Background: an optimization exercise with open tools, aiming at small area and a short achievable clock period. Do not read the settings as production practice. Where RTL was checked, it was by simulation tests only, not by an equivalence proof against the original. Function not checked in run 2: the RTL went through the layout flow alone. Power and IR drop assume default switching activity.

## flow/design.v (module list and top-level ports; edited modules follow where they fit)
// module add_dram: 145 lines
// module add_br: 145 lines
// module add_alu: 551 lines
// module cell_inv: 3 lines
// module cell_nand2: 3 lines
// module cell_nor2: 3 lines
// module cell_nand3: 3 lines
// module cell_nor3: 3 lines
// module cell_nand4: 3 lines
// module cell_xor2: 3 lines
// module cell_xnor2: 3 lines
// module cell_a21oi: 3 lines
// module cell_o21ai: 3 lines
// module cell_a222oi: 3 lines
// module rf_rport: 46 lines
// module classical_ctrl: 163 lines
module classical_ctrl(
    input  logic        clk,
    input  logic        rst,
    input  logic [31:0] i_q_measurement,
    output logic        q_time_write,
    output logic        q_time_sel,
    output logic [1:0]  q_reg_write,
    output logic        q_slm,
    output logic        q_rot,
    output logic [31:0] q_inst,
    output logic [31:0] q_time_reg,
    output logic [4:0]  meas_rd_addr,
    output logic        pram_en,
    output logic        pram_rd_en,
    output logic [10:0] pram_addr,
    input  logic [31:0] instruction,
    output logic        dram_en,
    output logic        dram_rd_en,
    output logic        dram_wr_en,
    output logic [10:0] dram_addr,
    output logic [31:0] dram_din,
    input  logic [31:0] data_read,
    input  logic [31:0] start_sig,
    output logic [31:0] end_sig
);
  // ...
==> flow/flow/run.sh <==
#!/bin/bash
# Standard ORFS layout with three changes: plain buffers (not delay cells) on
# the ports, a bit-sliced placement of the register file flip-flops before
# global placement (flow/place_regs.tcl), and clock tree synthesis without
# dummy loads.
set -euo pipefail
F="$(pwd)/flow"
export BUFFER_PORTS_ARGS="-buffer_cell sky130_fd_sc_hd__buf_1"
export PRE_GLOBAL_PLACE_SKIP_IO_TCL="$F/place_regs.tcl"
export POST_DETAIL_PLACE_TCL="$F/release_regs.tcl"
export CTS_ARGS="-sink_clustering_enable -repair_clock_nets -dont_use_dummy_load -buf_list sky130_fd_sc_hd__clkbuf_8 -sink_clustering_size 14 -sink_clustering_max_diameter 60"
bash standard.sh finish > standard_flow.log 2>&1
==> flow/flow/place_regs.tcl <==
# Bit-sliced placement of the register file, run before global placement.
# Register k, bit b (regs[k][b]) goes to a column for bit b: bits are split
# into bands stacked vertically, each band holding one column per bit and one
# row per register, so that each bit's read AND-OR trees and write-data net
# stay local. Flip-flops are placed FIRM; the rest is placed around them.
set block [ord::get_db_block]
set core  [$block getCoreArea]
set cx0 [$core xMin]; set cy0 [$core yMin]; set cx1 [$core xMax]; set cy1 [$core yMax]

# rows sorted by y
set rows {}
foreach r [$block getRows] { lappend rows [list [lindex [$r getOrigin] 1] $r] }
set rows [lsort -integer -index 0 $rows]
set nrows [llength $rows]
set site_w [[[lindex [lindex $rows 0] 1] getSite] getWidth]
set row_h  [[[lindex [lindex $rows 0] 1] getSite] getHeight]

# tap cells per row (by y)
array set taps {}
foreach inst [$block getInsts] {
  if {[string match "*tapvpwrvgnd*" [[$inst getMaster] getName]]} {
    set bb [$inst getBBox]
    lappend taps([$bb yMin]) [list [$bb xMin] [$bb xMax]]
  }
}

# flops of the register file
array set ff {}
foreach inst [$block getInsts] {
  if {[regexp {^regs\\\[([0-9]+)\\\]\\\[([0-9]+)\\\]} [$inst getName] -> k b]} {
    set ff($k,$b) $inst
  }
}
set fw [[[lindex [array get ff] 1] getMaster] getWidth]

set nbits 32
set nregs 31
set nbands [expr {int(ceil(double($nbits * $nregs * $fw * $row_h) / (($cx1 - $cx0) * $nregs * $row_h * 0.45)))}]
if {$nbands < 1} { set nbands 1 }
while {$nbands * $nregs > $nrows} { incr nbands -1 }
set per_band [expr {int(ceil(double($nbits) / $nbands))}]
set gap_rows [expr {($nrows - $nbands * $nregs) / ($nbands + 1)}]
puts "place_regs: $nrows rows, $nbands bands of $per_band bits, $gap_rows gap rows"

set pitch [expr {double($cx1 - $cx0) / $per_band}]
for {set b 0} {$b < $nbits} {incr b} {
  set band [expr {$b / $per_band}]
  set s    [expr {$b % $per_band}]
  set tx   [expr {$cx0 + ($s + 0.5) * $pitch - $fw / 2.0}]
  for {set k 1} {$k <= $nregs} {incr k} {
    set ri  [expr {$gap_rows + $band * ($nregs + $gap_rows) + ($k - 1)}]
    set rw  [lindex [lindex $rows $ri] 1]
    set y   [lindex [$rw getOrigin] 1]
    set x   [expr {$cx0 + int(round(($tx - $cx0) / $site_w)) * $site_w}]
    # move off any tap cell in this row
    if {[info exists taps($y)]} {
      foreach t $taps($y) {
        lassign $t t0 t1
        if {$x < $t1 && $x + $fw > $t0} {
          set xl [expr {$t0 - $fw}]
          set xr $t1
          if {abs($xl - $x) <= abs($xr - $x)} { set x $xl } else { set x $xr }
        }
      }
    }
    set inst $ff($k,$b)
    $inst setOrient [$rw getOrient]
    $inst setLocation $x $y
    $inst setPlacementStatus FIRM
  }
}
==> flow/flow/release_regs.tcl <==
# After detailed placement, let the register file flip-flops move again
# (for the legalisation that follows clock tree synthesis).
foreach inst [[ord::get_db_block] getInsts] {
  if {[$inst getPlacementStatus] eq "FIRM"} { $inst setPlacementStatus PLACED }
}
==> flow/standard.sh <==
#!/bin/bash
# synth_recipe.tcl (not shown) runs the flow's synth.tcl, then flattens the netlist and writes it again
# the make line also repeats each setting of config.mk as NAME=value (left out here)
make -C /OpenROAD-flow-scripts/flow DESIGN_CONFIG=/design/flow/config.mk WORK_HOME=/design/flow/orfs CLKGATE_MAP_FILE= SYNTH_SCRIPT=/design/flow/synth_recipe.tcl "${@:-finish}"
==> flow/config.mk <==
export PLATFORM = sky130hd
export DESIGN_NAME = classical_ctrl
export DESIGN_NICKNAME = classical_ctrl
export VERILOG_FILES = /design/flow/design.v
export SDC_FILE = /design/flow/constraint.sdc
export NUM_CORES = 4
export LEC_CHECK = 0
export CAP_MARGIN = 20
export CORE_MARGIN = 2
export CORE_UTILIZATION = 40
export PLACE_DENSITY = 0.6
export SETUP_SLACK_MARGIN = 3.8
export SLEW_MARGIN = 20
export SYNTH_HIERARCHICAL = 1
export SYNTH_MINIMUM_KEEP_SIZE = 0
export TNS_END_PERCENT = 0
==> flow/constraint.sdc <==
create_clock -name core_clock -period 10.0 [get_ports {clk}]
set_input_delay 2.0000 -clock core_clock [delete_from_list [all_inputs] [get_ports {clk}]]
set_output_delay 2.0000 -clock core_clock [all_outputs]
set_load 0.01 [all_outputs]
==> metrics.md, run 1 <==
| Metric | Value |
|---|---|
| Status | `timing/DRC/antenna clean` |
| Syn Area/Cell | `roughly 14 um2` |
| Post-CTS setup repair buffer count | `150` |
| Via count | `between 40000 and 50000` |
| Ports | `roughly 300` |
| Non-clk bufs | `583` |
| CP required | `around 11 ns` |
| Hold Path Sink | `f_ltu` |
| Slowest stage delay, CP | `roughly 0.46 ns` |
| Max Cap Viol | `0` |
| Worst setup startpoint | `instruction[12]` |
| Seq Cell Count | `1008` |
| Clk latency of the worst-skew pair | `between 0.8 and 0.9 ns` |
| Clkbuf count | `just over 90` |
| Crit path max fanout | `21` |
| Met3 Usage GRT | `22.12%` |
| Post-Route M1 WL | `86070 um` |
| Synthesized cell area | `between 0.04 and 0.05 mm2` |
| Seq area share | `approximately 54%` |
| Largest class | `registers` |
| RR Endpoint | `regs[12][16]` |
| FF+latch area | `0.03011 mm2` |
| Setup WS post-layout | `between 2 and 3 ns` |
| Worst Setup EP | `regs[1][31]` |
| Final WL | `about 230000 um` |
| Unrepaired setup endpoints after global routing | `true` |
| XOR/XNOR Fraction of Synth Area | `under 10%` |
| Clk power | `between 0.002 and 0.0025 W` |
| ANT cells | `21` |
| Startpoint types | `input pin` |
| Post-route cell area | `about 0.055 mm2` |
| Row cnt | `about 130` |
| R2r setup slk | `4.96 ns` |
| Gpl congestion | `roughly 1` |
| Pwr Total | `just under 0.009 W` |
| CP most frequent cell | `inv_1` |
==> module rf_rport, before the edit <==
module rf_rport (
    input  logic [991:0] regs,
    input  logic [4:0]   addr,
    output logic [31:0]  data_n
);
    logic [4:0] addr_n;
    logic [3:0] lo_n;
    logic [7:0] hi_n;
    for (genvar i = 0; i < 5; i++) begin : g_ainv
        cell_inv u_inv (.a(addr[i]), .y(addr_n[i]));
    end
    for (genvar i = 0; i < 4; i++) begin : g_lo
        cell_nand2 u_lo (
            .a(i[0] ? addr[0] : addr_n[0]),
            .b(i[1] ? addr[1] : addr_n[1]),
            .y(lo_n[i]));
    end
    for (genvar i = 0; i < 8; i++) begin : g_hi
        cell_nand3 u_hi (
            .a(i[0] ? addr[2] : addr_n[2]),
            .b(i[1] ? addr[3] : addr_n[3]),
            .c(i[2] ? addr[4] : addr_n[4]),
            .y(hi_n[i]));
    end
    logic [31:0] sel;
    assign sel[0] = 1'b0;
    for (genvar k = 1; k < 32; k++) begin : g_sel
        cell_nor2 u_sel (.a(lo_n[k % 4]), .b(hi_n[k / 4]), .y(sel[k]));
    end
    for (genvar b = 0; b < 32; b++) begin : g_bit
        logic [10:0] t_n;
        logic [2:0]  t;
        for (genvar j = 0; j < 10; j++) begin : g_aoi
            cell_a222oi u_aoi (
                .a1(regs[32*(3*j)   + b]), .a2(sel[3*j+1]),
                .b1(regs[32*(3*j+1) + b]), .b2(sel[3*j+2]),
                .c1(regs[32*(3*j+2) + b]), .c2(sel[3*j+3]),
                .y(t_n[j]));
        end
        cell_nand2 u_aoi10 (.a(regs[32*30 + b]), .b(sel[31]), .y(t_n[10]));
        cell_nand4 u_n0 (.a(t_n[0]), .b(t_n[1]), .c(t_n[2]),  .d(t_n[3]), .y(t[0]));
        cell_nand4 u_n1 (.a(t_n[4]), .b(t_n[5]), .c(t_n[6]),  .d(t_n[7]), .y(t[1]));
        cell_nand3 u_n2 (.a(t_n[8]), .b(t_n[9]), .c(t_n[10]), .y(t[2]));
        cell_nor3  u_o  (.a(t[0]), .b(t[1]), .c(t[2]), .y(data_n[b]));
    end
endmodule
==> module classical_ctrl, before the edit <==
module classical_ctrl(
    input  logic        clk,
    input  logic        rst,
    input  logic [31:0] i_q_measurement,
    output logic        q_time_write,
    output logic        q_time_sel,
    output logic [1:0]  q_reg_write,
    output logic        q_slm,
    output logic        q_rot,
    output logic [31:0] q_inst,
    output logic [31:0] q_time_reg,
    output logic [4:0]  meas_rd_addr,
    output logic        pram_en,
    output logic        pram_rd_en,
    output logic [10:0] pram_addr,
    input  logic [31:0] instruction,
    output logic        dram_en,
    output logic        dram_rd_en,
    output logic        dram_wr_en,
    output logic [10:0] dram_addr,
    output logic [31:0] dram_din,
    input  logic [31:0] data_read,
    input  logic [31:0] start_sig,
    output logic [31:0] end_sig
);
    logic [6:0] op;
    logic [4:0] rd, rs1, rs2, rsb;
    assign op  = instruction[6:0];
    assign rd  = instruction[11:7];
    assign rs1 = instruction[19:15];
    assign rs2 = instruction[24:20];
    logic is_ldi, is_ldui, is_or, is_xor, is_and, is_not, is_add, is_sub;
    logic is_ld, is_st, is_cmp, is_fbr, is_fmr, is_br, is_jump, is_stop;
    logic is_qwait, is_qwaitr, is_smso, is_smsol, is_sito, is_sitol, is_rot;
    assign is_ldi    = (op == 7'b0101100);
    assign is_ldui   = (op == 7'b0010111);
    assign is_or     = (op == 7'b0011000);
    assign is_xor    = (op == 7'b0011001);
    assign is_and    = (op == 7'b0011010);
    assign is_not    = (op == 7'b0011011);
    assign is_add    = (op == 7'b0011110);
    assign is_sub    = (op == 7'b0011111);
    assign is_ld     = (op == 7'b0001001);
    assign is_st     = (op == 7'b0001010);
    assign is_cmp    = (op == 7'b0001101);
    assign is_fbr    = (op == 7'b0010100);
    assign is_fmr    = (op == 7'b0010101);
    assign is_br     = (op == 7'b0000001);
    assign is_jump   = (op == 7'b0000010);
    assign is_stop   = (op == 7'b0001000);
    assign is_qwait  = (op == 7'b1000000);
    assign is_qwaitr = (op == 7'b1000010);
    assign is_smso   = (op == 7'b1001000);
    assign is_smsol  = (op == 7'b1001010);
    assign is_sito   = (op == 7'b1001100);
    assign is_sitol  = (op == 7'b1001011);
    assign is_rot    = (op == 7'b1010011) || (op == 7'b1010100) || (op == 7'b1010101);
    assign rsb = op[3] ? rs2 : instruction[16:12];
    logic [31:0]  regs [1:31];
    logic [991:0] regs_flat;
    logic [31:0]  ra_n, rb_n, ra, rb;
    logic [31:0]  wdata;
    logic         wen;
    for (genvar i = 1; i < 32; i++) begin : g_flat
        assign regs_flat[32*(i-1) +: 32] = regs[i];
    end
    rf_rport u_rport_a (.regs(regs_flat), .addr(rs1), .data_n(ra_n));
    rf_rport u_rport_b (.regs(regs_flat), .addr(rsb), .data_n(rb_n));
    assign ra = ~ra_n;
    assign rb = ~rb_n;
    logic [31:0] wdata_r;
    assign wdata_r = rst ? 32'b0 : wdata;
    for (genvar i = 1; i < 32; i++) begin : g_reg
        always_ff @(posedge clk) begin
            if (rst || (wen && rd == i)) regs[i] <= wdata_r;
        end
    end
    logic        sub;
    logic [31:0] sum, p0, g0;
    logic        co;
    assign sub = op[0];
    add_alu u_add (.a_n(ra_n), .b_n(rb_n ^ {32{sub}}), .ci(sub), .s(sum), .co(co),
                   .p0(p0), .g0(g0));
    logic lt_u, lt_s, eq;
    assign lt_u = ~co;
    assign lt_s = (ra[31] ^ rb[31]) ? ra[31] : sum[31];
    assign eq   = &p0;
    logic f_v, f_lts, f_ltu, f_eq;
    always_ff @(posedge clk) begin
        if (rst) begin
            f_v <= 1'b0; f_lts <= 1'b0; f_ltu <= 1'b0; f_eq <= 1'b0;
        end else if (is_cmp) begin
            f_v <= 1'b1; f_lts <= lt_s; f_ltu <= lt_u; f_eq <= eq;
        end
    end
    logic [11:0] flags;
    always_comb begin
        flags[0]  = f_v & ~f_lts & ~f_eq;
        flags[1]  = f_v & (f_lts | f_eq);
        flags[2]  = f_v & (~f_lts | f_eq);
        flags[3]  = f_v & f_lts & ~f_eq;
        flags[4]  = f_v & ~f_ltu & ~f_eq;
        flags[5]  = f_v & (f_ltu | f_eq);
        flags[6]  = f_v & (~f_ltu | f_eq);
        flags[7]  = f_v & f_ltu & ~f_eq;
        flags[8]  = f_v & ~f_eq;
        flags[9]  = f_v & f_eq;
        flags[10] = 1'b0;
        flags[11] = 1'b1;
    end
    assign wen = is_ldi | is_ldui | is_or | is_xor | is_and | is_not |
                 is_add | is_sub | is_ld | is_fbr | is_fmr;
    always_comb begin
        wdata = ({32{is_ldi}}  & {{12{instruction[31]}}, instruction[31:12]})
              | ({32{is_ldui}} & {instruction[31:17], rb[16:0]})
              | ({32{is_or}}   & (p0 | g0))
              | ({32{is_xor}}  & ~p0)
              | ({32{is_and}}  & g0)
              | ({32{is_not}}  & rb_n)
              | ({32{is_add | is_sub}} & sum)
              | ({32{is_ld}}   & data_read)
              | ({32{is_fbr}}  & {20'b0, flags})
              | ({32{is_fmr}}  & i_q_measurement);
    end
    logic        e_reg;
    logic [10:0] pc;
    always_ff @(posedge clk) begin
        if (rst)          e_reg <= 1'b0;
        else if (is_stop) e_reg <= 1'b1;
    end
    logic        taken;
    logic [10:0] br_off, pc_br, pc_inc, target;
    assign taken  = is_jump | (is_br & (rd < 5'd12) & flags[rd[3:0]]);
    assign br_off = op[1] ? instruction[17:7] : instruction[22:12];
    add_br u_br (.a(pc), .b(br_off), .s(pc_br));
    assign pc_inc = pc + 11'd1;
    assign target = taken ? pc_br : pc_inc;
    always_ff @(posedge clk) begin
        if (rst)               pc <= 11'b0;
        else if (start_sig[0]) pc <= target;
    end
    logic run;
    assign run = start_sig[0] & ~e_reg;
    logic [10:0] d_off;
    assign d_off = op[1] ? {instruction[30:25], instruction[11:7]} : instruction[30:20];
    add_dram u_dadd (.a_n(ra_n[10:0]), .b(d_off), .s(dram_addr));
    assign pram_en    = run;
    assign pram_rd_en = run;
    assign pram_addr  = target;
    assign dram_en    = run;
    assign dram_rd_en = run;
    assign dram_wr_en = is_st;
    assign dram_din   = rb;
    assign end_sig    = {31'b0, e_reg};
    assign q_inst       = instruction;
    assign meas_rd_addr = {2'b0, instruction[13:11]};
    assign q_time_write = is_qwait | is_qwaitr;
    assign q_time_sel   = is_qwaitr;
    assign q_time_reg   = is_qwaitr ? ra : 32'b0;
    assign q_reg_write  = {is_sito | is_sitol, is_smso | is_smsol | is_rot};
    assign q_slm        = is_smso;
    assign q_rot        = is_rot;
endmodule
==> inputs of run 2 (changes only) <==
--- a/flow/design.v
+++ b/flow/design.v
@@ -874,25 +874,53 @@
 endmodule
-module rf_rport (
-    input  logic [991:0] regs,
-    input  logic [4:0]   addr,
-    output logic [31:0]  data_n
+module cell_a22oi (input logic a1, a2, b1, b2, output logic y);
+    assign y = ~((a1 & a2) | (b1 & b2));
+endmodule
+module rf_rport #(parameter bit TWO = 0, parameter int NDUP = 0) (
+    input  logic [991:0]  regs,
+    input  logic [4:0]    addr,
+    input  logic [4:0]    addr2,    
+    input  logic          sel2,
+    output logic [31:0]   data_n,
+    output logic [NDUP:0] dup_n     
 );
-    logic [4:0] addr_n;
     logic [3:0] lo_n;
     logic [7:0] hi_n;
-    for (genvar i = 0; i < 5; i++) begin : g_ainv
-        cell_inv u_inv (.a(addr[i]), .y(addr_n[i]));
-    end
-    for (genvar i = 0; i < 4; i++) begin : g_lo
-        cell_nand2 u_lo (
-            .a(i[0] ? addr[0] : addr_n[0]),
-            .b(i[1] ? addr[1] : addr_n[1]),
-            .y(lo_n[i]));
-    end
-    for (genvar i = 0; i < 8; i++) begin : g_hi
-        cell_nand3 u_hi (
-            .a(i[0] ? addr[2] : addr_n[2]),
-            .b(i[1] ? addr[3] : addr_n[3]),
-            .c(i[2] ? addr[4] : addr_n[4]),
-            .y(hi_n[i]));
+    if (!TWO) begin : g_one
+        logic [4:0] addr_n;
+        for (genvar i = 0; i < 5; i++) begin : g_ainv
+            cell_inv u_inv (.a(addr[i]), .y(addr_n[i]));
+        end
+        for (genvar i = 0; i < 4; i++) begin : g_lo
+            cell_nand2 u_lo (
+                .a(i[0] ? addr[0] : addr_n[0]),
+                .b(i[1] ? addr[1] : addr_n[1]),
+                .y(lo_n[i]));
+        end
+        for (genvar i = 0; i < 8; i++) begin : g_hi
+            cell_nand3 u_hi (
+                .a(i[0] ? addr[2] : addr_n[2]),
+                .b(i[1] ? addr[3] : addr_n[3]),
+                .c(i[2] ? addr[4] : addr_n[4]),
+                .y(hi_n[i]));
+        end
+    end else begin : g_two
+        logic [4:0] a_n, b_n;
+        logic       s_n;
+        logic [3:0] ma_lo, mb_lo;
+        logic [7:0] ma_hi, mb_hi;
+        cell_inv u_sinv (.a(sel2), .y(s_n));
+        for (genvar i = 0; i < 5; i++) begin : g_ainv
+            cell_inv u_ia (.a(addr[i]),  .y(a_n[i]));
+            cell_inv u_ib (.a(addr2[i]), .y(b_n[i]));
+        end
+        for (genvar i = 0; i < 4; i++) begin : g_lo
+            cell_nor2 u_ma (.a(i[0] ? a_n[0] : addr[0]),  .b(i[1] ? a_n[1] : addr[1]),  .y(ma_lo[i]));
+            cell_nor2 u_mb (.a(i[0] ? b_n[0] : addr2[0]), .b(i[1] ? b_n[1] : addr2[1]), .y(mb_lo[i]));
+            cell_a22oi u_lo (.a1(s_n), .a2(ma_lo[i]), .b1(sel2), .b2(mb_lo[i]), .y(lo_n[i]));
+        end
+        for (genvar i = 0; i < 8; i++) begin : g_hi
+            cell_nor3 u_ma (.a(i[0] ? a_n[2] : addr[2]),  .b(i[1] ? a_n[3] : addr[3]),  .c(i[2] ? a_n[4] : addr[4]),  .y(ma_hi[i]));
+            cell_nor3 u_mb (.a(i[0] ? b_n[2] : addr2[2]), .b(i[1] ? b_n[3] : addr2[3]), .c(i[2] ? b_n[4] : addr2[4]), .y(mb_hi[i]));
+            cell_a22oi u_hi (.a1(s_n), .a2(ma_hi[i]), .b1(sel2), .b2(mb_hi[i]), .y(hi_n[i]));
+        end
     end
@@ -918,3 +946,7 @@
         cell_nor3  u_o  (.a(t[0]), .b(t[1]), .c(t[2]), .y(data_n[b]));
+        if (b < NDUP) begin : g_dup
+            cell_nor3 u_od (.a(t[0]), .b(t[1]), .c(t[2]), .y(dup_n[b]));
+        end
     end
+    assign dup_n[NDUP] = 1'b0;
 endmodule
@@ -946,3 +978,3 @@
     logic [6:0] op;
-    logic [4:0] rd, rs1, rs2, rsb;
+    logic [4:0] rd, rs1, rs2;
     assign op  = instruction[6:0];
@@ -977,3 +1009,2 @@
     assign is_rot    = (op == 7'b1010011) || (op == 7'b1010100) || (op == 7'b1010101);
-    assign rsb = op[3] ? rs2 : instruction[16:12];
     logic [31:0]  regs [1:31];
@@ -986,4 +1017,10 @@
     end
-    rf_rport u_rport_a (.regs(regs_flat), .addr(rs1), .data_n(ra_n));
-    rf_rport u_rport_b (.regs(regs_flat), .addr(rsb), .data_n(rb_n));
+    logic [11:0] ra_lo_n;    
+    logic        rb_dup;
+    rf_rport #(.TWO(0), .NDUP(11)) u_rport_a (
+        .regs(regs_flat), .addr(rs1), .addr2(5'b0), .sel2(1'b0),
+        .data_n(ra_n), .dup_n(ra_lo_n));
+    rf_rport #(.TWO(1), .NDUP(0)) u_rport_b (
+        .regs(regs_flat), .addr(instruction[16:12]), .addr2(rs2), .sel2(op[3]),
+        .data_n(rb_n), .dup_n(rb_dup));
     assign ra = ~ra_n;
@@ -1065,3 +1102,3 @@
     assign d_off = op[1] ? {instruction[30:25], instruction[11:7]} : instruction[30:20];
-    add_dram u_dadd (.a_n(ra_n[10:0]), .b(d_off), .s(dram_addr));
+    add_dram u_dadd (.a_n(ra_lo_n[10:0]), .b(d_off), .s(dram_addr));
     assign pram_en    = run;
--- a/flow/config.mk
+++ b/flow/config.mk
@@ -11,3 +11,3 @@
 export PLACE_DENSITY = 0.6
-export SETUP_SLACK_MARGIN = 3.8
+export SETUP_SLACK_MARGIN = 3.0
 export SLEW_MARGIN = 20
@@ -15,2 +15,2 @@
 export SYNTH_MINIMUM_KEEP_SIZE = 0
-export TNS_END_PERCENT = 0
+export TNS_END_PERCENT = 100
==> run 2 against run 1 <==
  * Final area decreased by 0.67%
  * Maximum frequency down 1.6%
  * Routed wire length decreased by 2.8%
  * Still clean on timing, DRC and antenna
  * Critical endpoint is now dram_addr[10]
  * Clock skew increased by 0.0026 ns
  * Sequential power hardly changed
  * Critical path type is now in -> out
  * Worst hold slack got worse by 0.017 ns
  * Flip-flop and latch count stayed put
  * Synthesized cell count rose by 0.48%
  * Register-to-register slack lost 0.57 ns
  * Sequential share of layout area increased by 0.36 points
  * Power shrank 1.4%
  * Combinational power is 7% lower
==> metrics.md, run 2 <==
| Metric | Value |
|---|---|
| Status | `timing/DRC/antenna clean (unchanged)` |
| CTS Buf Count | `94 (was 92)` |
| Detailed Route Iter0 Violations | `13820 (was 13500)` |
| Final hold violation count | `0 (unchanged)` |
| Routed len/inst | `41.94 um (was 42.84 um)` |
| Final Cycle Share | `73.55% (was 72.39%)` |
| # clock sinks | `1008 (unchanged)` |
| Yosys warnings | `8 (unchanged)` |
| Min Tclk post-route | `7.355 ns (was 7.239 ns)` |
| Leak | `18.37 nW (was 18.73 nW)` |
| CP endpoint kind | `output pin (was register)` |
| Ports | `296 (unchanged)` |
| DIE WIDTH | `346.9 um (was 345.5 um)` |
| Initial antenna violation count | `35 (was 57)` |
| H-Tree Depth | `3 (unchanged)` |
| Normalized max-slew margin | `21.02% (was 12.06%)` |
| Fillers | `10110 (was 9805)` |
| VDD IR max | `0.1103 mV (was 0.09645 mV)` |
| Chip height | `346.9 um (was 345.5 um)` |
| Number of global-route vias before repair | `33400 (was 33930)` |
| M2 GR Usage | `39.27% (was 40.05%)` |
| Placement Setup Slack | `0.9636 ns (was 1.187 ns)` |
| Drt pass-1 iters | `17 (unchanged)` |
| Max Cap Viol | `0 (unchanged)` |
| First-pass GRT wire length | `284500 um (was 291900 um)` |
| Power per standard cell area | `160.4 mW/mm2 (was 161.6 mW/mm2)` |
| Die Area | `0.1204 mm2 (was 0.1194 mm2)` |
| Clk buf depth | `3 (unchanged)` |
| WP data arrival | `5.35 ns (was 7.84 ns)` |
| Final WL | `225000 um (was 231500 um)` |
| Fmax | `136.0 MHz (was 138.1 MHz)` |
| Commonest non-fill, non-tap cell in the layout | `edfxtp_1 (unchanged)` |
| HPWL Detailed | `143300 um (was 148200 um)` |
| Largest register by flop count | `regs (unchanged)` |
| Gpl congestion | `0.9896 (was 1.019)` |
| Synth Instances | `3358 (was 3342)` |
| Crit path max fanout | `22 (was 21)` |
| PortBufs | `231 (unchanged)` |
| Setup WS post-layout | `2.645 ns (was 2.761 ns)` |
| Synthesized cell area | `0.04704 mm2 (was 0.04666 mm2)` |
| Row cnt | `125 (unchanged)` |
| Crit Path Class | `in -> out (was in -> reg)` |
| Setup TNS | `0 ns (unchanged)` |
| Worst hold-check path type | `reg -> reg (unchanged)` |
| Largest regs | `regs (992), pc (11) (unchanged)` |
| Worst-path clk slew | `0.07 ns (was 0.08 ns)` |
| Worst slew pin tran | `1.181 ns (was 1.318 ns)` |
| Root Driver | `clkbuf_8 (unchanged)` |
| Synth-to-Final Area Change | `16.97% (was 18.72%)` |
| Post-layout util | `47.29% (was 47.80%)` |
| Max reg flops | `992 (unchanged)` |
| Setup Skew | `0.1157 ns (was 0.1131 ns)` |
| Largest net degree at the start of global routing | `51 (was 55)` |
| Grt ovf | `0 (unchanged)` |
| M1 GR Usage | `52.99% (was 53.73%)` |
| Syn Area/Cell | `14.01 um2 (was 13.96 um2)` |
| DRC | `0 (unchanged)` |
| Fin. max-slew vios | `0 (unchanged)` |
| Core Area | `0.1164 mm2 (was 0.1159 mm2)` |
| Setup violations, final | `0 (unchanged)` |
| Unrepaired setup endpoints after global routing | `true (unchanged)` |
| Via count | `40360 (was 41110)` |
| Total track usage | `35.24% (was 36.61%)` |
| Startpoint types | `input pin (unchanged)` |
| Most frequent cells in the layout | `992 x edfxtp_1, 651 x a222oi_1, 231 x buf_4 (was 992 x edfxtp_1, 657 x a222oi_1, 275 x buf_4)` |
| Met3 Usage GRT | `20.65% (was 22.12%)` |
| Average via count per standard cell | `7.523 (was 7.609)` |
| CTS tree | `yes (unchanged)` |
| Nets | `3962 (was 3991)` |
| CP required | `8.00 ns (was 10.60 ns)` |
| Final ANT Viol Nets | `0 (unchanged)` |
| Clk latency of the worst-skew pair | `0.81 ns (was 0.85 ns)` |
| GRT busiest layer | `met1 (unchanged)` |
| Initial Util | `40.43% (was 40.26%)` |
| Layout cell share with drive strength beyond 1 | `21.39% (was 22.03%)` |
## run 2: layer usage
metal	share of wire, %	wire length (um)
met3	24	54300
met1	37	83970
met2	33	74190
met5	0.13	293
met4	5.4	12230
## run 2: critical path, stage by stage
cell        delay [ns]
clkbuf_2          0.11
buf_12            0.10
clkinvlp_4        0.18
nand3_4           0.21
nor2_4            0.08
buf_12            0.21
a222oi_1          0.47
nand4_1           0.30
nor3_4            0.32
xnor2_2           0.21
nand2_1           0.15
o21ai_4           0.30
a21oi_4           0.14
o21ai_2           0.19
xor2_2            0.21
buf_2             0.17
## run 2: repair_timing
item | in CTS | in global routing
setup endpoints to repair | 844 | 616
buffers inserted | 73 | 91
pin swaps | 71 | 78
gates cloned | 7 | 4
resized for setup | 151 | 60
hold buffers | 0 | 0
## run 2: through the flow
step	hold slack, ns	cell area (um2)	instances	total power [W]
6_report	0.5971	55030	5365	0.008826
5_1_grt	0.6245	55010	5357	0.009028
4_1_cts	0.5945	53590	5256	0.008590
3_5_place_dp	0.5835	50740	5082	0.006474
3_3_place_gp	0.5593	50730	5082	0.006450
2_1_floorplan	0.4603	47370	3390	0.005959
## run 2: final timing paths
| check | start | end | slack (ns) | cells past startpoint |
|---|---|---|---|---|
| max | instruction[19] | dram_addr[10] | 2.65 | 16 |
| min reg2reg | f_lts | f_lts | 0.60 | 2 |
| max reg2reg | regs[10][2] | regs[8][30] | 4.39 | 21 |
| min | f_lts | f_lts | 0.60 | 2 |
## run 2: where the power goes
part           switching (W)  total [W]  internal (W)
clock                0.00128    0.00211      0.000830
sequential          0.000119    0.00498       0.00486
combinational        0.00121    0.00174      0.000526
total                0.00261    0.00883       0.00621
## run 2: final cells by class
cell class / count / area (um2) / area share (%)
Multi-Input combinational cell: 2060 / 17180 / 31.23
Timing Repair Buffer: 545 / 4025 / 7.315
Sequential cell: 1008 / 30110 / 54.72
Inverter: 122 / 476.7 / 0.8663
Tap cell: 1524 / 1907 / 3.465
Antenna cell: 12 / 30.03 / 0.05457
Clock buffer: 94 / 1294 / 2.351
==> inputs of run 3 (changes only) <==
--- a/flow/design.v
+++ b/flow/design.v
@@ -926,8 +926,11 @@
     end
-    logic [31:0] sel;
-    assign sel[0] = 1'b0;
-    for (genvar k = 1; k < 32; k++) begin : g_sel
-        cell_nor2 u_sel (.a(lo_n[k % 4]), .b(hi_n[k / 4]), .y(sel[k]));
+    logic [31:0] sel [0:2];
+    for (genvar g = 0; g < 3; g++) begin : g_grp
+        assign sel[g][0] = 1'b0;
+        for (genvar k = 1; k < 32; k++) begin : g_sel
+            cell_nor2 u_sel (.a(lo_n[k % 4]), .b(hi_n[k / 4]), .y(sel[g][k]));
+        end
     end
     for (genvar b = 0; b < 32; b++) begin : g_bit
+        localparam int G = b / 11;
         logic [10:0] t_n;
@@ -936,8 +939,8 @@
             cell_a222oi u_aoi (
-                .a1(regs[32*(3*j)   + b]), .a2(sel[3*j+1]),
-                .b1(regs[32*(3*j+1) + b]), .b2(sel[3*j+2]),
-                .c1(regs[32*(3*j+2) + b]), .c2(sel[3*j+3]),
+                .a1(regs[32*(3*j)   + b]), .a2(sel[G][3*j+1]),
+                .b1(regs[32*(3*j+1) + b]), .b2(sel[G][3*j+2]),
+                .c1(regs[32*(3*j+2) + b]), .c2(sel[G][3*j+3]),
                 .y(t_n[j]));
         end
-        cell_nand2 u_aoi10 (.a(regs[32*30 + b]), .b(sel[31]), .y(t_n[10]));
+        cell_nand2 u_aoi10 (.a(regs[32*30 + b]), .b(sel[G][31]), .y(t_n[10]));
         cell_nand4 u_n0 (.a(t_n[0]), .b(t_n[1]), .c(t_n[2]),  .d(t_n[3]), .y(t[0]));
--- a/flow/flow/place_regs.tcl
+++ b/flow/flow/place_regs.tcl
@@ -37,6 +37,5 @@
 set nregs 31
-set nbands [expr {int(ceil(double($nbits * $nregs * $fw * $row_h) / (($cx1 - $cx0) * $nregs * $row_h * 0.45)))}]
-if {$nbands < 1} { set nbands 1 }
-while {$nbands * $nregs > $nrows} { incr nbands -1 }
-set per_band [expr {int(ceil(double($nbits) / $nbands))}]
+# three bands, matching the per-band select lines of the read ports (rtl/reg_file.sv)
+set nbands 3
+set per_band 11
 set gap_rows [expr {($nrows - $nbands * $nregs) / ($nbands + 1)}]
==> run 3 against run 2 <==
  * Still clean on timing, DRC and antenna
  * First-iteration DRC count up 1.3%
  * Die area up 0.98%
  * Combinational power about the same
  * Sequential share of layout area about the same
  * Setup slack better by 0.27 ns
  * Sequential power about the same
  * Routed wire length down 5.9%
  * Clock skew down 0.042 ns
  * Register-to-register slack better by 0.12 ns
  * Maximum frequency up 3.8%
==> metrics.md, run 3 <==
| Metric | Value |
|---|---|
| Detailed Route Iter0 Violations | `14000 (was 13820)` |
| Number of global-route vias before repair | `33160 (was 33400)` |
| Via count | `40940 (was 40360)` |
| Logic pwr share | `19.6% (was 19.7%)` |
| Gpl congestion | `1.021 (was 0.9896)` |
| Total track usage | `32.62% (was 35.24%)` |
| Normalized max-slew margin | `10.44% (was 21.02%)` |
| CP required | `8.00 ns (about the same)` |
| Delay-heaviest family, CP | `compound AO/OA/AOI/OAI gates (unchanged)` |
| Worst setup startpoint | `instruction[19] (unchanged)` |
| R2r setup slk | `4.51 ns (was 4.39 ns)` |
| Critical path depth | `17 (was 16)` |
| Synth-to-Final Area Change | `15.89% (was 16.97%)` |
| Average via count per standard cell | `7.409 (was 7.523)` |
| Crit path max fanout | `9 (was 22)` |
| Reg2Reg Depth | `19 (was 21)` |
| Largest register by flop count | `regs (unchanged)` |
| Setup violations, final | `0 (unchanged)` |
| Setup TNS | `0 ns (unchanged)` |
| Syn Area/Cell | `13.64 um2 (was 14.01 um2)` |
| Clk buf depth | `3 (unchanged)` |
| Startpoint types | `input pin (unchanged)` |
| WP data arrival | `5.08 ns (was 5.35 ns)` |
| Setup Skew | `0.07383 ns (was 0.1157 ns)` |
| Synth Instances | `3482 (was 3358)` |
| Core Area | `0.1179 mm2 (was 0.1164 mm2)` |
| Worst-path clk slew | `0.06 ns (was 0.07 ns)` |
| Clock power share | `23.6% (was 23.9%)` |
| PortBufs | `231 (unchanged)` |
| Unrepaired setup endpoints after global routing | `true (unchanged)` |
| P_int | `0.006198 W (was 0.006213 W)` |
| Die Area | `0.1215 mm2 (was 0.1204 mm2)` |
| Power per standard cell area | `159.6 mW/mm2 (was 160.4 mW/mm2)` |
| Grt ovf | `0 (unchanged)` |
| Clk latency of the worst-skew pair | `0.81 ns (about the same)` |
| Worst hold-check path type | `reg -> reg (unchanged)` |
| Max Cap Viol | `0 (unchanged)` |
| Worst-path cell chain | `buf_12 > clkinvlp_4 > nand3_4 > buf_4 > nor2_4 > a222oi_1 > nand4_1 > nor3_4 > buf_6 > nor2_4 > a21oi_4 > o21ai_4 > a21oi_4 > inv_2 > a21oi_2 > xnor2_1 > buf_2 (was clkbuf_2 > buf_12 > clkinvlp_4 > nand3_4 > nor2_4 > buf_12 > a222oi_1 > nand4_1 > nor3_4 > xnor2_2 > nand2_1 > o21ai_4 > a21oi_4 > o21ai_2 > xor2_2 > buf_2)` |
| CP endpoint kind | `output pin (unchanged)` |
| Initial Util | `40.29% (was 40.43%)` |
| Fin. max-slew vios | `0 (unchanged)` |
| WP buf/inv | `6 (was 5)` |
| Largest net degree at the start of global routing | `47 (was 51)` |
| Switch share | `29.47% (was 29.61%)` |
| Routed len/inst | `38.30 um (was 41.94 um)` |
| Nets | `4095 (was 3962)` |
| Worst Setup EP | `dram_addr[9] (was dram_addr[10])` |
| Leak | `18.46 nW (was 18.37 nW)` |
| Pwr Total | `0.008787 W (was 0.008826 W)` |
| Largest regs | `regs (992), pc (11) (unchanged)` |
| Crit Path Class | `in -> out (unchanged)` |
| Initial antenna violation count | `51 (was 35)` |
| Fmax | `141.2 MHz (was 136.0 MHz)` |
| Root Driver | `clkbuf_8 (unchanged)` |
| CTS Buf Count | `92 (was 94)` |
| Synthesized cell area | `0.04751 mm2 (was 0.04704 mm2)` |
| Commonest non-fill, non-tap cell in the layout | `edfxtp_1 (unchanged)` |
| Min Tclk post-route | `7.082 ns (was 7.355 ns)` |
| R2R Path Start | `regs[10][1] (was regs[10][2])` |
| DIE WIDTH | `348.6 um (was 346.9 um)` |
| Max reg flops | `992 (unchanged)` |
| Row cnt | `126 (was 125)` |
| H-Tree Depth | `3 (unchanged)` |
| Status | `timing/DRC/antenna clean (unchanged)` |
| First-pass GRT wire length | `267600 um (was 284500 um)` |
| Yosys warnings | `14 (was 8)` |
| Layout cell share with drive strength beyond 1 | `21.38% (was 21.39%)` |
| VDD IR max | `0.09576 mV (was 0.1103 mV)` |
| Worst hold slack | `0.5745 ns (was 0.5971 ns)` |
| Slowest stage delay, CP | `0.38 ns (was 0.47 ns)` |
| CTS tree | `yes (unchanged)` |
| Drt pass-1 iters | `28 (was 17)` |
| Final WL | `211600 um (was 225000 um)` |
| # clock sinks | `1008 (unchanged)` |
| Final Cycle Share | `70.82% (was 73.55%)` |
| Chip height | `348.6 um (was 346.9 um)` |
| Final ANT Viol Nets | `0 (unchanged)` |
| Sequential fraction of design power | `56.8% (was 56.4%)` |
| Most frequent cells in the layout | `992 x edfxtp_1, 651 x a222oi_1, 284 x buf_4 (was 992 x edfxtp_1, 651 x a222oi_1, 231 x buf_4)` |
| RR Endpoint | `regs[26][24] (was regs[8][30])` |
| Worst slew pin tran | `1.338 ns (was 1.181 ns)` |
| DRC | `0 (unchanged)` |
| HPWL Detailed | `157000 um (was 143300 um)` |
| Ports | `296 (unchanged)` |
| Crit-path slowest cell | `a222oi_1 (unchanged)` |
| Final hold violation count | `0 (unchanged)` |
| P_sw | `0.002589 W (was 0.002613 W)` |
==> run 3: layer usage <==
| metal | part of all wire (%) | global-route usage [%] |
|---|---|---|
| met1 | 38 | 50.21 |
| met2 | 31 | 33.96 |
| met3 | 25 | 20.01 |
| met4 | 5.5 | 13.71 |
| met5 | 0.13 | 0.2001 |
==> run 3: worst min path at each step <==
| stage | start | endpoint | slack, ns | cells past startpoint |
|---|---|---|---|---|
| after floorplan | e_reg | e_reg | 0.46 | 2 |
| after CTS | f_lts | f_lts | 0.56 | 2 |
| final | f_lts | f_lts | 0.57 | 2 |
| after global routing | f_lts | f_lts | 0.58 | 2 |
| after detailed placement | f_lts | f_lts | 0.56 | 2 |
| after global placement | f_lts | f_lts | 0.55 | 2 |
==> run 3: power groups by stage <==
stage               sequential, W  combinational (W)  clock (W)
detailed placement        0.00507            0.00138          0
floorplan                 0.00503           0.000943          0
CTS                       0.00498            0.00146    0.00209
finish                    0.00499            0.00172    0.00208
global placement          0.00506            0.00137          0
global route              0.00501            0.00175    0.00225
==> run 3: final cells by class <==
class | instances | area [um2]
diodes | 27 | 67.56
multi-input cells | 2183 | 17470
well taps | 1536 | 1922
inverters | 122 | 480.5
flip-flops and latches | 1008 | 30110
fillers | 10240 | 62860
clock buffers | 92 | 1266
repair buffers | 557 | 3745
==> run 3: stage by stage <==
| step | cell area (um2) | setup WS (ns) | instances | util [%] |
|---|---|---|---|---|
| 5_1_grt | 55030 | 2.874 | 5513 | 46.67 |
| 6_report | 55060 | 2.918 | 5525 | 46.69 |
| 3_5_place_dp | 51060 | 0.8102 | 5256 | 43.30 |
| 2_1_floorplan | 47780 | 2.962 | 3514 | - |
| 3_3_place_gp | 51040 | 0.8665 | 5255 | 43.28 |
| 4_1_cts | 53570 | 2.985 | 5405 | 45.43 |
==> run 3: tightest hold or removal path, stage by stage, from the launching register on <==
cell and delay, ns:
dfxtp_1 0.36, nor2_1 0.11, a211oi_1 0.06
==> run 3: repair_timing <==
item,CTS,global route
setup endpoints to repair,946,557
cloned,6,8
pin swaps,38,65
resized for setup,166,112
setup buffers,51,80
hold buffers,0,0
==> inputs of run 4 (changes only) <==
--- a/flow/design.v
+++ b/flow/design.v
@@ -877,2 +877,5 @@
 endmodule
+module cell_a21o (input logic a1, a2, b1, output logic y);
+    assign y = (a1 & a2) | b1;
+endmodule
 module rf_rport #(parameter bit TWO = 0, parameter int NDUP = 0) (
@@ -1031,3 +1034,2 @@
     logic [31:0] wdata_r;
-    assign wdata_r = rst ? 32'b0 : wdata;
     for (genvar i = 1; i < 32; i++) begin : g_reg
@@ -1072,2 +1074,5 @@
                  is_add | is_sub | is_ld | is_fbr | is_fmr;
+    logic        addsub_nr;
+    logic [31:0] rest_nr;
+    assign addsub_nr = (is_add | is_sub) & ~rst;
     always_comb begin
@@ -1079,3 +1084,2 @@
               | ({32{is_not}}  & rb_n)
-              | ({32{is_add | is_sub}} & sum)
               | ({32{is_ld}}   & data_read)
@@ -1083,2 +1087,6 @@
               | ({32{is_fmr}}  & i_q_measurement);
+        rest_nr = rst ? 32'b0 : wdata;
+    end
+    for (genvar b = 0; b < 32; b++) begin : g_wd
+        cell_a21o u_wd (.a1(addsub_nr), .a2(sum[b]), .b1(rest_nr[b]), .y(wdata_r[b]));
     end
==> run 4 against run 3 <==
  * Still clean on timing, DRC and antenna
  * Die area is 0.15% higher
  * Global-route usage grew 0.27 points
  * Clock power about the same
  * First-iteration DRC count down 11%
  * Worst hold slack gained 0.036 ns
  * Maximum frequency shrank 1.4%
  * Register-to-register slack better by 0.64 ns
  * Sequential power about the same
  * Critical path type unchanged
==> metrics.md, run 4 <==
| Metric | Value |
|---|---|
| Layout cell share with drive strength beyond 1 | `19.70% (was 21.38%)` |
| Clk buf depth | `3 (unchanged)` |
| Power per standard cell area | `161.8 mW/mm2 (was 159.6 mW/mm2)` |
| Pwr Total | `0.008753 W (was 0.008787 W)` |
| VDD IR max | `0.08921 mV (was 0.09576 mV)` |
| CP required | `8.00 ns (about the same)` |
| Syn Area/Cell | `13.67 um2 (was 13.64 um2)` |
| Largest regs | `regs (992), pc (11) (unchanged)` |
| Ports | `296 (unchanged)` |
| Core Area | `0.1181 mm2 (was 0.1179 mm2)` |
| Leak | `18.36 nW (was 18.46 nW)` |
| Unrepaired setup endpoints after global routing | `true (unchanged)` |
| CTS tree | `yes (unchanged)` |
| Synthesized cell area | `0.04758 mm2 (was 0.04751 mm2)` |
| Max Cap Viol | `0 (unchanged)` |
| DRC | `0 (unchanged)` |
| # clock sinks | `1008 (unchanged)` |
| CP endpoint kind | `output pin (unchanged)` |
| Placed cell area | `0.05049 mm2 (was 0.05106 mm2)` |
| WP data arrival | `5.18 ns (was 5.08 ns)` |
| Grt ovf | `0 (unchanged)` |
| PortBufs | `231 (unchanged)` |
| Worst hold-check path type | `reg -> reg (unchanged)` |
| Routed len/inst | `38.61 um (was 38.30 um)` |
| Worst hold slack | `0.6105 ns (was 0.5745 ns)` |
| Fmax | `139.2 MHz (was 141.2 MHz)` |
| Post-route cell area | `0.05408 mm2 (was 0.05506 mm2)` |
| Die Area | `0.1217 mm2 (was 0.1215 mm2)` |
| Placed insts | `5209 (was 5256)` |
| Min-Delay Startpoint | `f_v (was f_lts)` |
| Worst slew pin tran | `1.299 ns (was 1.338 ns)` |
| Clk latency of the worst-skew pair | `0.78 ns (was 0.81 ns)` |
| Gpl congestion | `1.025 (was 1.021)` |
| Setup violations, final | `0 (unchanged)` |
| Crit path max fanout | `11 (was 9)` |
| Fin. max-slew vios | `0 (unchanged)` |
| Fillers | `10370 (was 10240)` |
| Setup Skew | `0.08301 ns (was 0.07383 ns)` |
| Worst-path clk slew | `0.09 ns (was 0.06 ns)` |
| Detailed Route Iter0 Violations | `12480 (was 14000)` |
| Number of global-route vias before repair | `33100 (was 33160)` |
| Drt pass-1 iters | `17 (was 28)` |
| M2 GR Usage | `34.79% (was 33.96%)` |
| Footprint of the multi-input gates | `0.01720 mm2 (was 0.01747 mm2)` |
| R2R Path Start | `regs[22][0] (was regs[10][1])` |
| Most frequent cells in the layout | `992 x edfxtp_1, 658 x a222oi_1, 240 x nor2_1 (was 992 x edfxtp_1, 651 x a222oi_1, 284 x buf_4)` |
| Average via count per standard cell | `7.414 (was 7.409)` |
| Status | `timing/DRC/antenna clean (unchanged)` |
| Max reg flops | `992 (unchanged)` |
| Root Driver | `clkbuf_8 (unchanged)` |
| Chip height | `348.9 um (was 348.6 um)` |
| Largest net degree at the start of global routing | `55 (was 47)` |
| Hold buffers post-CTS | `0 (unchanged)` |
| Synth-to-Final Area Change | `13.66% (was 15.89%)` |
| CTS Buf Count | `92 (unchanged)` |
| First-pass GRT wire length | `270000 um (was 267600 um)` |
| Initial antenna violation count | `53 (was 51)` |
| Row cnt | `126 (unchanged)` |
| Setup TNS | `0 ns (unchanged)` |
| Synth Instances | `3480 (was 3482)` |
| DIE WIDTH | `348.9 um (was 348.6 um)` |
| Crit Path Class | `in -> out (unchanged)` |
| M1 GR Usage | `50.30% (was 50.21%)` |
| Yosys warnings | `14 (unchanged)` |
| FF+latch area | `0.03011 mm2 (unchanged)` |
| Min Tclk post-route | `7.182 ns (was 7.082 ns)` |
| GRT busiest layer | `met1 (unchanged)` |
| Initial Util | `40.30% (was 40.29%)` |
| Nets | `4016 (was 4095)` |
| Commonest non-fill, non-tap cell in the layout | `edfxtp_1 (unchanged)` |
| Layout Cells excl Fill | `5443 (was 5525)` |
| Largest register by flop count | `regs (unchanged)` |
| Met3 Usage GRT | `21.43% (was 20.01%)` |
| Worst setup startpoint | `instruction[3] (was instruction[19])` |
| H-Tree Depth | `3 (unchanged)` |
| Total track usage | `32.89% (was 32.62%)` |
| Final Cycle Share | `71.82% (was 70.82%)` |
| Normalized max-slew margin | `13.08% (was 10.44%)` |
| Startpoint types | `input pin (unchanged)` |
| Final ANT Viol Nets | `0 (unchanged)` |
| Via count | `40350 (was 40940)` |
| Final WL | `210200 um (was 211600 um)` |
| Final hold violation count | `0 (unchanged)` |
| HPWL Detailed | `151100 um (was 157000 um)` |
==> run 4: path summary, 6_finish.rpt <==
path	cells past startpoint	slack, ns	to
setup reg to reg	13	5.15	regs[1][11]
setup / recovery	11	2.82	dram_din[2]
hold reg to reg	2	0.61	f_v
hold / removal	2	0.61	f_v
==> run 4: through the flow <==
step / utilization (%) / setup slack, ns
global route: 45.77 / 2.851
global placement: 42.76 / 0.7512
detailed placement: 42.76 / 0.6017
floorplan: - / 3.054
CTS: 44.97 / 2.924
finish: 45.80 / 2.818
==> run 4: metal layers <==
| layer | vias up | wire length, um |
|---|---|---|
| met5 | - | 659 |
| met4 | 66 | 9874 |
| met3 | 644 | 53810 |
| met2 | 5131 | 65910 |
| met1 | 18770 | 79900 |
| li1 | 15740 | - |
==> run 4: layout make-up <==
cell class                      count  area share [%]
Sequential cell                  1008           55.67
Clock buffer                       92           2.341
Antenna cell                       24          0.1111
Multi-Input combinational cell   2184           31.80
Inverter                          119          0.8861
Tap cell                         1536           3.554
Timing Repair Buffer              480           5.638
==> run 4: report_power, final <==
part | switching [W] | internal, W
logic | 0.00118 | 0.000485
registers | 0.000135 | 0.00486
clock network | 0.00127 | 0.000815
total | 0.00259 | 0.00616
==> run 4: repair_timing <==
action / 4_1_cts / 5_1_grt
pin swaps: 56 / 64
gates resized for setup: 204 / 123
buffers inserted: 68 / 44
cloned: 3 / 1
endpoints found under the setup margin: 888 / 751
==> run 4: critical path: stages <==
cell and delay (ns):
buf_1 0.23, clkinvlp_4 0.29, buf_4 0.24, a22oi_2 0.31
buf_4 0.27, nor2_2 0.19, a222oi_1 0.40, nand4_1 0.24
nor3_2 0.54, inv_1 0.22, buf_1 0.25
==> inputs of run 5 (changes only) <==
--- a/flow/design.v
+++ b/flow/design.v
@@ -888,45 +888,45 @@
 );
-    logic [3:0] lo_n;
-    logic [7:0] hi_n;
-    if (!TWO) begin : g_one
-        logic [4:0] addr_n;
-        for (genvar i = 0; i < 5; i++) begin : g_ainv
-            cell_inv u_inv (.a(addr[i]), .y(addr_n[i]));
-        end
-        for (genvar i = 0; i < 4; i++) begin : g_lo
-            cell_nand2 u_lo (
-                .a(i[0] ? addr[0] : addr_n[0]),
-                .b(i[1] ? addr[1] : addr_n[1]),
-                .y(lo_n[i]));
-        end
-        for (genvar i = 0; i < 8; i++) begin : g_hi
-            cell_nand3 u_hi (
-                .a(i[0] ? addr[2] : addr_n[2]),
-                .b(i[1] ? addr[3] : addr_n[3]),
-                .c(i[2] ? addr[4] : addr_n[4]),
-                .y(hi_n[i]));
-        end
-    end else begin : g_two
-        logic [4:0] a_n, b_n;
-        logic       s_n;
-        logic [3:0] ma_lo, mb_lo;
-        logic [7:0] ma_hi, mb_hi;
-        cell_inv u_sinv (.a(sel2), .y(s_n));
-        for (genvar i = 0; i < 5; i++) begin : g_ainv
-            cell_inv u_ia (.a(addr[i]),  .y(a_n[i]));
-            cell_inv u_ib (.a(addr2[i]), .y(b_n[i]));
-        end
-        for (genvar i = 0; i < 4; i++) begin : g_lo
-            cell_nor2 u_ma (.a(i[0] ? a_n[0] : addr[0]),  .b(i[1] ? a_n[1] : addr[1]),  .y(ma_lo[i]));
-            cell_nor2 u_mb (.a(i[0] ? b_n[0] : addr2[0]), .b(i[1] ? b_n[1] : addr2[1]), .y(mb_lo[i]));
-            cell_a22oi u_lo (.a1(s_n), .a2(ma_lo[i]), .b1(sel2), .b2(mb_lo[i]), .y(lo_n[i]));
-        end
-        for (genvar i = 0; i < 8; i++) begin : g_hi
-            cell_nor3 u_ma (.a(i[0] ? a_n[2] : addr[2]),  .b(i[1] ? a_n[3] : addr[3]),  .c(i[2] ? a_n[4] : addr[4]),  .y(ma_hi[i]));
-            cell_nor3 u_mb (.a(i[0] ? b_n[2] : addr2[2]), .b(i[1] ? b_n[3] : addr2[3]), .c(i[2] ? b_n[4] : addr2[4]), .y(mb_hi[i]));
-            cell_a22oi u_hi (.a1(s_n), .a2(ma_hi[i]), .b1(sel2), .b2(mb_hi[i]), .y(hi_n[i]));
-        end
-    end
     logic [31:0] sel [0:2];
     for (genvar g = 0; g < 3; g++) begin : g_grp
+        logic [3:0] lo_n;
+        logic [7:0] hi_n;
+        if (!TWO) begin : g_one
+            logic [4:0] addr_n;
+            for (genvar i = 0; i < 5; i++) begin : g_ainv
+                cell_inv u_inv (.a(addr[i]), .y(addr_n[i]));
+            end
+            for (genvar i = 0; i < 4; i++) begin : g_lo
+                cell_nand2 u_lo (
+                    .a(i[0] ? addr[0] : addr_n[0]),
+                    .b(i[1] ? addr[1] : addr_n[1]),
+                    .y(lo_n[i]));
+            end
+            for (genvar i = 0; i < 8; i++) begin : g_hi
+                cell_nand3 u_hi (
+                    .a(i[0] ? addr[2] : addr_n[2]),
+                    .b(i[1] ? addr[3] : addr_n[3]),
+                    .c(i[2] ? addr[4] : addr_n[4]),
+                    .y(hi_n[i]));
+            end
+        end else begin : g_two
+            logic [4:0] a_n, b_n;
+            logic       s_n;
+            logic [3:0] ma_lo, mb_lo;
+            logic [7:0] ma_hi, mb_hi;
+            cell_inv u_sinv (.a(sel2), .y(s_n));
+            for (genvar i = 0; i < 5; i++) begin : g_ainv
+                cell_inv u_ia (.a(addr[i]),  .y(a_n[i]));
+                cell_inv u_ib (.a(addr2[i]), .y(b_n[i]));
+            end
+            for (genvar i = 0; i < 4; i++) begin : g_lo
+                cell_nor2 u_ma (.a(i[0] ? a_n[0] : addr[0]),  .b(i[1] ? a_n[1] : addr[1]),  .y(ma_lo[i]));
+                cell_nor2 u_mb (.a(i[0] ? b_n[0] : addr2[0]), .b(i[1] ? b_n[1] : addr2[1]), .y(mb_lo[i]));
+                cell_a22oi u_lo (.a1(s_n), .a2(ma_lo[i]), .b1(sel2), .b2(mb_lo[i]), .y(lo_n[i]));
+            end
+            for (genvar i = 0; i < 8; i++) begin : g_hi
+                cell_nor3 u_ma (.a(i[0] ? a_n[2] : addr[2]),  .b(i[1] ? a_n[3] : addr[3]),  .c(i[2] ? a_n[4] : addr[4]),  .y(ma_hi[i]));
+                cell_nor3 u_mb (.a(i[0] ? b_n[2] : addr2[2]), .b(i[1] ? b_n[3] : addr2[3]), .c(i[2] ? b_n[4] : addr2[4]), .y(mb_hi[i]));
+                cell_a22oi u_hi (.a1(s_n), .a2(ma_hi[i]), .b1(sel2), .b2(mb_hi[i]), .y(hi_n[i]));
+            end
+        end
         assign sel[g][0] = 1'b0;
==> run 5 against run 4 <==
  * Still clean on timing, DRC and antenna
  * Power shrank 0.26%
  * Sequential power is essentially flat
  * Register-to-register slack lost 0.16 ns
  * Utilization shrank 0.34 points
  * Maximum frequency grew 1.4%
  * Global-route usage shrank 0.67 points
  * Final cell count grew 3.1%
  * Sequential share of layout area shrank 0.54 points
  * Critical endpoint is now dram_addr[10]
==> metrics.md, run 5 <==
| Metric | Value |
|---|---|
| CTS Buf Count | `95 (was 92)` |
| Worst slew pin tran | `1.317 ns (was 1.299 ns)` |
| Setup violations, final | `0 (unchanged)` |
| H-Tree Depth | `3 (unchanged)` |
| Grt ovf | `0 (unchanged)` |
| Pwr Total | `0.008730 W (was 0.008753 W)` |
| HPWL Detailed | `150700 um (was 151100 um)` |
| Via count | `41430 (was 40350)` |
| Clk buf depth | `3 (unchanged)` |
| Max Cap Viol | `0 (unchanged)` |
| Commonest non-fill, non-tap cell in the layout | `edfxtp_1 (unchanged)` |
| PortBufs | `231 (unchanged)` |
| Largest regs | `regs (992), pc (11) (unchanged)` |
| CP endpoint kind | `output pin (unchanged)` |
| Logic pwr share | `18.5% (was 19.1%)` |
| Startpoint types | `input pin (unchanged)` |
| Power per standard cell area | `159.9 mW/mm2 (was 161.8 mW/mm2)` |
| WP data arrival | `5.08 ns (was 5.18 ns)` |
| Sequential fraction of design power | `57.2% (was 57.1%)` |
| Unrepaired setup endpoints after global routing | `true (unchanged)` |
| Final ANT Viol Nets | `0 (unchanged)` |
| Root Driver | `clkbuf_8 (unchanged)` |
| Status | `timing/DRC/antenna clean (unchanged)` |
| Switch share | `29.59% (was 29.61%)` |
| DIE WIDTH | `352.2 um (was 348.9 um)` |
| # clock sinks | `1008 (unchanged)` |
| Layout Cells excl Fill | `5611 (was 5443)` |
| Largest net degree at the start of global routing | `71 (was 55)` |
| Average via count per standard cell | `7.383 (was 7.414)` |
| Clock power share | `24.3% (was 23.8%)` |
| Die Area | `0.1240 mm2 (was 0.1217 mm2)` |
| Nets | `4112 (was 4016)` |
| VDD IR max | `0.1018 mV (was 0.08921 mV)` |
| Min-Delay Startpoint | `e_reg (was f_v)` |
| Routed len/inst | `37.71 um (was 38.61 um)` |
| Final Cycle Share | `70.80% (was 71.82%)` |
| Normalized max-slew margin | `11.86% (was 13.08%)` |
| First-pass GRT wire length | `273600 um (was 270000 um)` |
| Worst setup startpoint | `instruction[15] (was instruction[3])` |
| Worst-path clk slew | `0.06 ns (was 0.09 ns)` |
| Setup Skew | `0.07786 ns (was 0.08301 ns)` |
| Synth Instances | `3608 (was 3480)` |
| Ports | `296 (unchanged)` |
| Initial antenna violation count | `50 (was 53)` |
| P_sw | `0.002583 W (was 0.002592 W)` |
| Layout cell share with drive strength beyond 1 | `19.80% (was 19.70%)` |
| P_int | `0.006147 W (was 0.006161 W)` |
| Fin. max-slew vios | `0 (unchanged)` |
| Most frequent cells in the layout | `992 x edfxtp_1, 658 x a222oi_1, 239 x nor2_1 (was 992 x edfxtp_1, 658 x a222oi_1, 240 x nor2_1)` |
| CP required | `8.00 ns (about the same)` |
| Final WL | `211600 um (was 210200 um)` |
| Detailed Route Iter0 Violations | `13240 (was 12480)` |
| Crit path max fanout | `8 (was 11)` |
| Synthesized cell area | `0.04849 mm2 (was 0.04758 mm2)` |
| Leak | `18.49 nW (was 18.36 nW)` |
| Setup TNS | `0 ns (unchanged)` |
| Min Tclk post-route | `7.080 ns (was 7.182 ns)` |
| Fmax | `141.2 MHz (was 139.2 MHz)` |
| Post-layout util | `45.46% (was 45.80%)` |
| Initial Util | `40.37% (was 40.30%)` |
| Core Area | `0.1201 mm2 (was 0.1181 mm2)` |
| Crit Path Class | `in -> out (unchanged)` |
| Max reg flops | `992 (unchanged)` |
| Final hold violation count | `0 (unchanged)` |
| Clk latency of the worst-skew pair | `0.80 ns (was 0.78 ns)` |
| Synth-to-Final Area Change | `12.61% (was 13.66%)` |
| Yosys warnings | `14 (unchanged)` |
| Syn Area/Cell | `13.44 um2 (was 13.67 um2)` |
| CTS tree | `yes (unchanged)` |
| Number of global-route vias before repair | `33590 (was 33100)` |
| Largest register by flop count | `regs (unchanged)` |
| Total track usage | `32.22% (was 32.89%)` |
| Row cnt | `127 (was 126)` |
| Gpl congestion | `0.9881 (was 1.025)` |
| Placed insts | `5399 (was 5209)` |
| Chip height | `352.2 um (was 348.9 um)` |
| Worst hold-check path type | `reg -> reg (unchanged)` |
| Drt pass-1 iters | `14 (was 17)` |
| DRC | `0 (unchanged)` |
| R2R Path Start | `regs[22][0] (unchanged)` |
run 5: worst max-delay path: stages:
cell        delay [ns]
buf_12            0.10
buf_12            0.12
clkinvlp_4        0.13
nand2_4           0.14
buf_4             0.15
nor2_4            0.04
buf_6             0.14
a222oi_1          0.37
nand4_1           0.27
nor3_4            0.35
xnor2_2           0.19
nand2_1           0.14
o21ai_4           0.28
a21oi_4           0.12
o21ai_2           0.14
xor2_1            0.21
buf_2             0.17
run 5: what timing repair did:
item	4_1_cts	5_1_grt
setup endpoints to repair	774	767
cloned	3	1
pin swaps	49	61
resized for setup	159	97
buffers inserted	49	42
hold buffers	0	0
run 5: worst paths after layout:
kind / endpoint / slack, ns / cells past startpoint
max: dram_addr[10] / 2.92 / 17
max reg2reg: regs[4][12] / 4.99 / 15
min: e_reg / 0.56 / 2
min reg2reg: e_reg / 0.56 / 2
run 5: cell type report:
type / instances / area (um2)
Antenna cell: 20 / 50.05
Clock buffer: 95 / 1308
Fill cell: 10710 / 65520
Inverter: 151 / 600.6
Multi-Input combinational cell: 2277 / 17740
Sequential cell: 1008 / 30110
Tap cell: 1612 / 2017
Timing Repair Buffer: 448 / 2780
run 5: per-layer routing:
metal | wire (um) | vias to the layer above | share of wire (%) | global-route usage [%]
li1 | - | 16140 | - | -
met1 | 83370 | 19280 | 39 | 50.00
met2 | 64890 | 5290 | 31 | 32.61
met3 | 52970 | 653 | 25 | 21.44
met4 | 9866 | 57 | 4.7 | 11.68
met5 | 509 | - | 0.24 | 0.3846
run 5: power by group through the flow:
stage / sequential [W] / combinational, W / clock [W]
6_report: 0.00500 / 0.00162 / 0.00212
5_1_grt: 0.00501 / 0.00166 / 0.00229
4_1_cts: 0.00498 / 0.00148 / 0.00213
3_5_place_dp: 0.00508 / 0.00141 / 0
3_3_place_gp: 0.00507 / 0.00139 / 0
2_1_floorplan: 0.00502 / 0.000958 / 0
run 5: stage by stage:
step                cell area [um2]  setup WS [ns]  hold slack (ns)
floorplan                     48610          3.212           0.4603
global route                  54570          2.888           0.5902
finish                        54610          2.920           0.5630
detailed placement            51400          1.571           0.5482
CTS                           53740          2.943           0.5592
global placement              51400          1.683           0.5408
==> inputs of run 6 (changes only) <==
--- a/flow/config.mk
+++ b/flow/config.mk
@@ -10,3 +10,3 @@
 export CORE_UTILIZATION = 40
-export PLACE_DENSITY = 0.6
+export PLACE_DENSITY = 0.7
 export SETUP_SLACK_MARGIN = 3.0
==> run 6 against run 5 <==
  * Still clean on timing, DRC and antenna
  * Flip-flop and latch count unchanged
  * Utilization decreased by 0.12 points
  * Final cell count decreased by 0.39%
  * Combinational power barely moved
  * Power about the same
  * First-iteration DRC count grew 4.0%
  * Clock skew grew 0.040 ns
  * Global-route usage is 0.23 points lower
  * Largest power group unchanged
==> metrics.md, run 6 <==
| Metric | Value |
|---|---|
| Via count | `41590 (was 41430)` |
| Footprint of the multi-input gates | `0.01771 mm2 (was 0.01774 mm2)` |
| Die Area | `0.1240 mm2 (unchanged)` |
| Ports | `296 (unchanged)` |
| Drt pass-1 iters | `14 (unchanged)` |
| WP data arrival | `5.20 ns (was 5.08 ns)` |
| DIE WIDTH | `352.2 um (unchanged)` |
| Leak | `18.41 nW (was 18.49 nW)` |
| Final hold violation count | `0 (unchanged)` |
| First-pass GRT wire length | `273100 um (was 273600 um)` |
| Initial antenna violation count | `45 (was 50)` |
| Setup Skew | `0.1182 ns (was 0.07786 ns)` |
| Status | `timing/DRC/antenna clean (unchanged)` |
| Min-Delay Startpoint | `f_ltu (was e_reg)` |
| Min Tclk post-route | `7.201 ns (was 7.080 ns)` |
| Average via count per standard cell | `7.442 (was 7.383)` |
| Total track usage | `31.98% (was 32.22%)` |
| Setup violations, final | `0 (unchanged)` |
| Final ANT Viol Nets | `0 (unchanged)` |
| CP most frequent cell | `inv_1 (was buf_12)` |
| R2R Path Start | `regs[19][0] (was regs[22][0])` |
| Delay-heaviest family, CP | `buffers and inverters (was simple AND/OR/NAND/NOR gates)` |
| Unrepaired setup endpoints after global routing | `true (unchanged)` |
| Grt ovf | `0 (unchanged)` |
| Worst-path cell chain | `buf_2 > inv_1 > nor3_2 > a22oi_2 > nor2_2 > a222oi_1 > nand4_1 > nor3_4 > inv_1 > buf_1 (was buf_12 > buf_12 > clkinvlp_4 > nand2_4 > buf_4 > nor2_4 > buf_6 > a222oi_1 > nand4_1 > nor3_4 > xnor2_2 > nand2_1 > o21ai_4 > a21oi_4 > o21ai_2 > xor2_1 > buf_2)` |
| Synth Instances | `3608 (unchanged)` |
| Routed len/inst | `37.67 um (was 37.71 um)` |
| CP endpoint kind | `output pin (unchanged)` |
| Fillers | `10550 (was 10710)` |
| Worst hold-check path type | `reg -> reg (unchanged)` |
| Clk buf depth | `3 (unchanged)` |
| Fmax | `138.9 MHz (was 141.2 MHz)` |
| Power per standard cell area | `160.2 mW/mm2 (was 159.9 mW/mm2)` |
| Fin. max-slew vios | `0 (unchanged)` |
| Root Driver | `clkbuf_8 (unchanged)` |
| Initial Util | `40.37% (unchanged)` |
| Worst hold slack | `0.5654 ns (was 0.5630 ns)` |
| Hold buffers post-CTS | `0 (unchanged)` |
| Crit Path Class | `in -> out (unchanged)` |
| Normalized max-slew margin | `13.92% (was 11.86%)` |
| PortBufs | `231 (unchanged)` |
| Max Cap Viol | `0 (unchanged)` |
| Commonest non-fill, non-tap cell in the layout | `edfxtp_1 (unchanged)` |
| Final Cycle Share | `72.01% (was 70.80%)` |
| Most frequent cells in the layout | `992 x edfxtp_1, 658 x a222oi_1, 237 x nor2_1 (was 992 x edfxtp_1, 658 x a222oi_1, 239 x nor2_1)` |
| Worst-path clk slew | `0.09 ns (was 0.06 ns)` |
| Startpoint types | `input pin (unchanged)` |
| Detailed Route Iter0 Violations | `13780 (was 13240)` |
| Nets | `4092 (was 4112)` |
==> run 6: metrics by stage <==
step | power [W] | cells | area (um2)
2_1_floorplan | 0.005980 | 3640 | 48610
3_3_place_gp | 0.006460 | 5381 | 51270
3_5_place_dp | 0.006490 | 5384 | 51300
4_1_cts | 0.008567 | 5520 | 53500
5_1_grt | 0.008959 | 5577 | 54430
6_report | 0.008724 | 5589 | 54460
==> run 6: layer usage <==
layer / part of all wire [%] / routed length, um / GRT usage [%]
met1: 40 / 83520 / 50.62
met2: 31 / 64670 / 32.68
met3: 25 / 51890 / 19.32
met4: 4.9 / 10230 / 11.73
met5: 0.12 / 246 / 0.3462
==> run 6: worst register-to-register path, delay by kind of cell, from the launching register on <==
kind                   cells  cell delay, ns
AO/OA/AOI/OAI              7            2.21
buffers and inverters      4            0.70
flip-flops                 1            0.41
AND/OR/NAND/NOR            2            0.84
XOR/XNOR                   2            0.27
==> run 6: final cells by class <==
class	instances	share of cell area, %
Antenna cell	18	0.08271
Inverter	151	1.089
Tap cell	1612	3.704
Multi-Input combinational cell	2277	32.53
Clock buffer	94	2.376
Timing Repair Buffer	429	4.937
Sequential cell	1008	55.29
==> run 6: what timing repair did <==
action / 4_1_cts / 5_1_grt
setup endpoints to repair: 777 / 748
hold endpoints to repair: 0 / 0
resized for setup: 155 / 91
gates cloned: 1 / 1
buffers inserted: 41 / 45
pin swaps: 30 / 61
==> run 6: path summary, 6_finish.rpt <==
| path | end | slack (ns) | depth (start not counted) |
|---|---|---|---|
| worst min register to register | f_ltu | 0.57 | 2 |
| worst max register to register | regs[5][14] | 5.26 | 15 |
| worst min-delay path | f_ltu | 0.57 | 2 |
| worst max-delay path | dram_din[11] | 2.80 | 10 |
==> run 6: power breakdown <==
group	internal (W)	switching, W	leakage (nW)	total, W
logic	0.000445	0.00117	7.35	0.00162
clock network	0.000830	0.00128	0.676	0.00211
registers	0.00486	0.000135	10.4	0.00500

-- static timing again, ports no longer ideal --
The results above use ideal ports. As a check the final layouts listed here were re-extracted and re-timed, cells and wires unchanged.
Step 1 assumes that a clkbuf_16 drives the clock port and a buf_2 every other input.
Step 2 also shifts input and output timing later by t, the mid clock arrival at the registers, as if the neighbouring blocks saw the same clock.
a / b / c = ideal ports / drivers / drivers and shift; a / b = the first two.
| run | t, ns | setup slack, ns |
|---|---|---|
| run 1 | 0.858 | 2.761 / 2.804 / 1.947 |
| run 2 | 0.823 | 2.645 / 2.603 / 1.937 |
| run 3 | 0.845 | 2.918 / 2.809 / 2.047 |
| run 4 | 0.801 | 2.818 / 2.752 / 2.129 |
| run 5 | 0.839 | 2.920 / 2.851 / 2.246 |
| run 6 | 0.866 | 2.799 / 2.716 / 2.244 |
After both steps setup and hold are still met in every run listed.
